From an optimization exercise on the open Yosys and OpenROAD flow, aimed at small area and a short achievable clock period; shortcuts taken in it are not production practice.
Function was checked by simulation only, so behaviour that the tests miss may differ from the original.
Power and IR drop assume default switching activity.

[config.mk]
export PLATFORM = sky130hd
export DESIGN_NAME = APB_INT_Count
export DESIGN_NICKNAME = APB_INT_Count
export VERILOG_FILES = /design/flow/design.v
export SDC_FILE = /design/flow/constraint.sdc
export NUM_CORES = 4
export LEC_CHECK = 0
export CAP_MARGIN = 20
export CORE_MARGIN = 2
export CORE_UTILIZATION = 40
export SLEW_MARGIN = 20
[constraint.sdc]
create_clock -name core_clock -period 10.0 [get_ports {PCLK}]
set_input_delay 2.0000 -clock core_clock [delete_from_list [all_inputs] [get_ports {PCLK}]]
set_output_delay 2.0000 -clock core_clock [all_outputs]
set_load 0.01 [all_outputs]
[design.v]
module APB_INT_Count#(
    parameter DATA_WIDTH = 32,
    parameter ADDR_WIDTH = 16
) 
(
    input  wire                     PCLK,         
    input  wire                     PRESETn,      
    input  wire                     PSEL,         
    input  wire                     PENABLE,      
    input  wire                     PWRITE,       
    input  wire [ADDR_WIDTH-1:0]    PADDR,        
    input  wire [DATA_WIDTH-1:0]    PWDATA,       
    output reg  [DATA_WIDTH-1:0]    PRDATA,       
    output reg                      PREADY,       
    output reg                      PSLVERR,      
    output  wire                    linux_irq,    
    output  wire                    lim_irq,      
    output  wire                    itim_irq,     
    input  wire                     linux_ack,    
    input  wire                     lim_ack,      
    input  wire                     itim_ack      
);
    reg [DATA_WIDTH-1:0] control_regs[0:3];           
    reg [DATA_WIDTH-1:0] linux_count[0:9];            
    reg [DATA_WIDTH-1:0] lim_count[0:9];              
    reg [DATA_WIDTH-1:0] itim_count[0:9];             
    reg invalid_access;   
    always @(posedge PCLK) begin
        if (!PRESETn) begin
            integer x;
            for (x = 0; x < 10; x = x + 1) begin
                linux_count[x] <= {DATA_WIDTH{1'b0}};
            end
        end else if (PSEL && PENABLE && PWRITE && (PADDR == 16'h0010)) begin
            linux_count[0] <= PWDATA;   
        end else if (linux_irq) begin
            linux_count[0] <= linux_count[0] + 1;
        end else if (linux_ack) begin
            integer j;
            for (j = 9; j > 0; j = j - 1) begin
                linux_count[j] <= linux_count[j-1];
            end
            linux_count[0] <= 0;
        end
    end
    always @(posedge PCLK) begin
        if (!PRESETn) begin
            integer y;
            for (y = 0; y < 10; y = y + 1) begin
                lim_count[y] <= {DATA_WIDTH{1'b0}};
            end
        end else if (PSEL && PENABLE && PWRITE && (PADDR == 16'h0040)) begin
            lim_count[0] <= PWDATA;   
        end else if (lim_irq) begin
            lim_count [0] <= lim_count[0] + 1;
        end else if (lim_ack) begin
            integer k;
            for (k = 9; k > 0; k = k - 1) begin 
                lim_count[k] <= lim_count[k-1];
            end
            lim_count[0] <= 0;
        end
    end
    always @(posedge PCLK) begin
        if (!PRESETn) begin
            integer z;
            for (z = 0; z < 10; z = z + 1) begin
                itim_count[z] <= {DATA_WIDTH{1'b0}};
            end
        end else if (PSEL && PENABLE && PWRITE && (PADDR == 16'h0080)) begin
            itim_count[0] <= PWDATA;   
        end else if (itim_irq) begin
            itim_count [0] <= itim_count[0] + 1;
        end else if (itim_ack) begin
            integer l;
            for (l = 9; l > 0; l = l - 1) begin
                itim_count[l] <= itim_count[l-1];
            end
            itim_count[0] <= 0;
        end
    end 
    localparam [31:0] VERSION = 32'h0000_0001;  
    assign linux_irq = control_regs[1][0];
    assign lim_irq = control_regs[2][0];
    assign itim_irq = control_regs[3][0];
    always @(posedge PCLK or negedge PRESETn) begin
        if (!PRESETn) begin
            integer i;
            for (i = 1; i < 4; i = i + 1) control_regs[i] <= {DATA_WIDTH{1'b0}};
            PREADY <= 1'b0;
            PRDATA <= {DATA_WIDTH{1'b0}};
            PSLVERR <= 1'b0;
            invalid_access <= 1'b0;
        end else begin
            PREADY <= 1'b1;
            PSLVERR <= 1'b0;
            if (linux_ack) begin
                control_regs[1][0] <= 0;
            end
            if (lim_ack) begin
                control_regs[2][0] <= 0;
            end            
            if (itim_ack) begin
                control_regs[3][0] <= 0;
            end
            invalid_access <= 1'b0;
            if (PSEL && PENABLE) begin
                if (PWRITE) begin  
                    case (PADDR)
                        16'h0000, 16'h0004, 16'h0008, 16'h000C:
                            control_regs[(PADDR >> 2)] <= PWDATA;
                        16'h0010, 16'h0040, 16'h0080: ;  
                        default: begin
                            invalid_access <= 1'b1;   
                        end
                    endcase
                end else begin
                    case (PADDR)
                        16'h0000: PRDATA <= VERSION;
                        16'h0004, 16'h0008, 16'h000C: PRDATA <= control_regs[(PADDR >> 2)];
                        16'h0010: PRDATA <= linux_count[0];
                        16'h0014: PRDATA <= linux_count[1];
                        16'h0018: PRDATA <= linux_count[2];
                        16'h001C: PRDATA <= linux_count[3];
                        16'h0020: PRDATA <= linux_count[4];
                        16'h0024: PRDATA <= linux_count[5];
                        16'h0028: PRDATA <= linux_count[6];
                        16'h002C: PRDATA <= linux_count[7];
                        16'h0030: PRDATA <= linux_count[8];
                        16'h0034: PRDATA <= linux_count[9];
                        16'h0040: PRDATA <= lim_count[0];
                        16'h0044: PRDATA <= lim_count[1];
                        16'h0048: PRDATA <= lim_count[2];
                        16'h004C: PRDATA <= lim_count[3];
                        16'h0050: PRDATA <= lim_count[4];
                        16'h0054: PRDATA <= lim_count[5];
                        16'h0058: PRDATA <= lim_count[6];
                        16'h005C: PRDATA <= lim_count[7];
                        16'h0060: PRDATA <= lim_count[8];
                        16'h0064: PRDATA <= lim_count[9];
                        16'h0080: PRDATA <= itim_count[0];
                        16'h0084: PRDATA <= itim_count[1];
                        16'h0088: PRDATA <= itim_count[2];
                        16'h008C: PRDATA <= itim_count[3];
                        16'h0090: PRDATA <= itim_count[4];
                        16'h0094: PRDATA <= itim_count[5];
                        16'h0098: PRDATA <= itim_count[6];
                        16'h009C: PRDATA <= itim_count[7];
                        16'h00A0: PRDATA <= itim_count[8];
                        16'h00A4: PRDATA <= itim_count[9];
                        default: begin
                            PRDATA <= {DATA_WIDTH{1'b0}};   
                            invalid_access <= 1'b1;         
                        end
                    endcase
                end 
                if (invalid_access) begin
                    PSLVERR <= 1'b1;
                    PREADY <= 1'b0;   
                end else begin
                    PSLVERR <= 1'b0;
                    PREADY <= 1'b1;   
                end
            end else begin
                    PREADY <= 1'b0;   
            end
        end
    end
endmodule
[run.sh]
#!/bin/bash
# synth_recipe.tcl (not shown) runs the flow's synth.tcl, then flattens the netlist and writes it again
# the make line also repeats each setting of config.mk as NAME=value (left out here)
make -C /OpenROAD-flow-scripts/flow DESIGN_CONFIG=/design/flow/config.mk WORK_HOME=/design/flow/orfs CLKGATE_MAP_FILE= SYNTH_SCRIPT=/design/flow/synth_recipe.tcl finish
==> results.ini <==
[synth]
syn_nets = 5961
seq_area_frac_synth_pct = 47.6
synth_top_cell_by_area = dfxtp_1
synth_async_sr_flop_share_pct = 12.0
ys.warnings.count = 5
syn_area_per_cell_um2 = 8.00
syn_inst = 5902
ys_seq_elements = 1091
synth_top_area_share_pct = 40.7
netlist_area_um2 = 47200
yosysUniqueCellTypes = 82
synth-main-ff-cell = dfxtp_1
synth_edf_count = 0
synth_area_leaders = dfxtp_1 41%, nand2_1 15%, a21oi_1 10%

[finish]
final_nets = 5803
drive_gt1_share_pct = 8.18
fill_cells = 11700
layout.cells.non_filler = 7372
area_delta_synth_final_pct = 12.4
final_core_util_pct = 45.1
stdcell_area_um2 = 53100
multiInputGateArea_um2 = 22800
mostFrequentLayoutCells = 1947 x nand2_1, 974 x a21oi_1, 960 x dfxtp_1, 244 x a22oi_1, 131 x dfrtp_1
mostFrequentLayoutCell = nand2_1
regArea_um2 = 22500

[timing]
rsz0062_at_grt = no
maxSlewHeadroom_pct = 13.3
fin_tns_setup_ns = 0
finalSetupViolations = 0
maxSlewViolCount = 0
fin_ws_ns = 3.41
period_share_pct = 65.9
timing.hold.ws_ns = 0.417
max_freq_ghz = 0.152
layout_min_cycle_time_ns = 6.59
hold_viol = 0
tightest_slew_ns = 1.29
fin_worst_skew_ns = 0.0202

[clock_tree]
postCtsHoldBufs = 0
path_clk_slew_ns = 0.06
post_cts_resized = 0
cts_sinks = 1091
cts_inserted_buffers = 114
post_cts_buffers = 0
cts_buffer_depth = 3
cts_tree = built
clk_root_buffer_cell = clkbuf_16
htree_num_levels = 3
clock_latency_ns = 0.71

[worst_hold_path]
min_path_type = register to register
min_from = invalid_access
worstHoldEndpoint = PREADY
hold-path-cell-count = 1

[global_route]
grt_pass1_wl_um = 276000
overflow = 0
grt_max_degree = 262
antenna_found_initial = 5
grtUsageTotal_pct = 30.3
grt_pass1_vias = 40500

[floorplanning]
die_height_um = 348
ioPinCount = 93
rows = 126
core_area_um2 = 118000
die_area_um2 = 121000
start_util_pct = 40.2
chipWidth_um = 348

[worst_setup_path]
crit_top_cell = buf_4
worstRegToRegCells = 6
reg2reg_to = itim_count[1][6]
worstPathRequired_ns = 10.60
cpMaxStageDelayCell = or4b_1
max_stage_delay_ns = 1.01
crit_type = primary input to register
crit_fanout = 54
cp.arrival_ns = 7.20
path_buf_inv = 4
cp-start-kind = primary input
endpoint_kind = register
crit_family = simple AND/OR/NAND/NOR gates
path_cells = clkdlybuf4s50_1 -> or4b_1 -> nor4_4 -> nand2_1 -> buf_4 -> nand3_4 -> buf_4 -> buf_4 -> nand2_1 -> a21oi_1
r2r_start = control_regs[3][0]
rrSetupSlack_ns = 6.41

[routing]
wl_per_cell_um = 25.8
firstDrtPassIters = 9
wl_um = 190000
ant_nets = 0
dr_total_vias = 44700
drt-vias-per-instance = 6.07
route.detailed.drc = 0
drtIter0Drc = 5772

[power]
p_seq_share_pct = 48.3
peakVddDrop_uv = 128
switching_share_pct = 23.5
p_int_mw = 6.91
powerDensity_nw_per_um2 = 170
p_clk_share_pct = 47.7
p_leak_nw = 17.7
power_frac_comb_pct = 4.0
power.net_switching_mw = 2.13
total_power_mw = 9.04

[placement]
dp_cells = 7162
placed_area_um2 = 49200
hpwl_um = 116000
port_buffers = 92
place_ws_ns = 2.96
routabilityCongestion = 0.985

[status]
status = no timing/DRC/antenna violations

[job]
cap_violations = 0

state kept, by name, summed over array words and instances, names as in the netlist:
name	flops
PRDATA	32
lim_count	320
linux_count	320
control_regs	96
itim_count	320
PSLVERR	1
PREADY	1
invalid_access	1
area by class of cell:
class,instances,area share (%)
antenna,2,0.00943
clock buffer,181,6.50
clock inverter,25,0.545
inverter,12,0.0990
multi-input combinational,4299,42.9
sequential,1091,42.4
tap,1536,3.62
timing repair buffer,226,3.89
worst max-delay path by stage:
| stage | endpoint | start | cells past startpoint |
|---|---|---|---|
| floorplan | itim_count[8][10] | PADDR[0] | 11 |
| CTS | linux_count[2][26] | PADDR[5] | 10 |
| detailed placement | linux_count[9][28] | PADDR[5] | 10 |
| global route | linux_count[2][26] | PADDR[5] | 10 |
| global placement | linux_count[1][28] | PADDR[5] | 10 |
| finish | linux_count[2][26] | PADDR[5] | 10 |
layer usage:
layer	vias to the layer above	share of wire, %	GRT usage, %
met1	21500	40	40.4
met5	-	0.013	0
met2	2380	43	45.8
li1	20300	-	-
met3	518	11	6.13
met4	4	6.4	17.0
worst reg2reg max path, cell delays in order (launching register included):
cell and delay, ns:
dfrtp_1 0.39, buf_4 0.26, inv_1 0.70, nand3_4 0.86, buf_12 0.50, nand2_1 0.61, a21oi_1 0.10
power groups by stage:
stage | registers, mW | clock network, mW | logic (mW)
6_report | 4.36 | 4.31 | 0.363
5_1_grt | 4.36 | 4.52 | 0.376
3_5_place_dp | 4.46 | 0 | 0.350
2_1_floorplan | 4.45 | 0 | 0.208
3_3_place_gp | 4.46 | 0 | 0.349
4_1_cts | 4.36 | 4.34 | 0.351
logic make-up (layout without fill, tap and decap cells):
family	after synthesis	count (layout)	share of synthesized area, %
simple gates	2437	2437	21.8
compound gates	1700	1700	21.9
flops	1091	1091	47.6
buf+inv	512	444	5.01
mux	131	131	3.03
xor+xnor	28	28	0.519
fa+ha+maj	3	3	0.0795
other cells	0	2	0
Yosys cell counts (27+ instances only):
master       n
o21ai_0    119
mux2_2      95
dfxtp_1    960
clkbuf_1   252
a31oi_1     27
nor3_1      42
nor4_1      45
nand3_1     95
a22oi_1    244
nand2_1   1948
buf_2      210
nor2_1     110
a222oi_1    44
a221oi_1    74
dfrtp_1    131
nand4_1     60
a21oi_1    974
a22o_1      82
mux2i_1     36
a211oi_1    29

[what the ideal ports hide]
The results above use ideal ports. As a check the final layout listed here was re-extracted and re-timed, cells and wires unchanged.
Step 1 sets driving cells, clkbuf_16 on the clock port and buf_2 on the other inputs (assumed; they add their load-dependent delay and slew).
Step 2 times the ports against the registers' clock, not the clock port: input delays grow and output delays shrink by t, the midpoint of the rising clock arrivals with the driver on.
Slacks: ideal ports / drivers / drivers and shift; pairs: ideal ports / drivers.
t (ns): 0.775
setup slack, ns: 3.407 / 3.420 / 2.645
hold slack, ns: 0.417 / 0.417 / 0.417
worst setup path after step 2: input to register
cell pins on the clock port's net: 1
After both steps setup and hold are still met in this run. For this run, drivers alone change the setup slack by +0.013 ns; drivers and shift together by -0.762 ns.
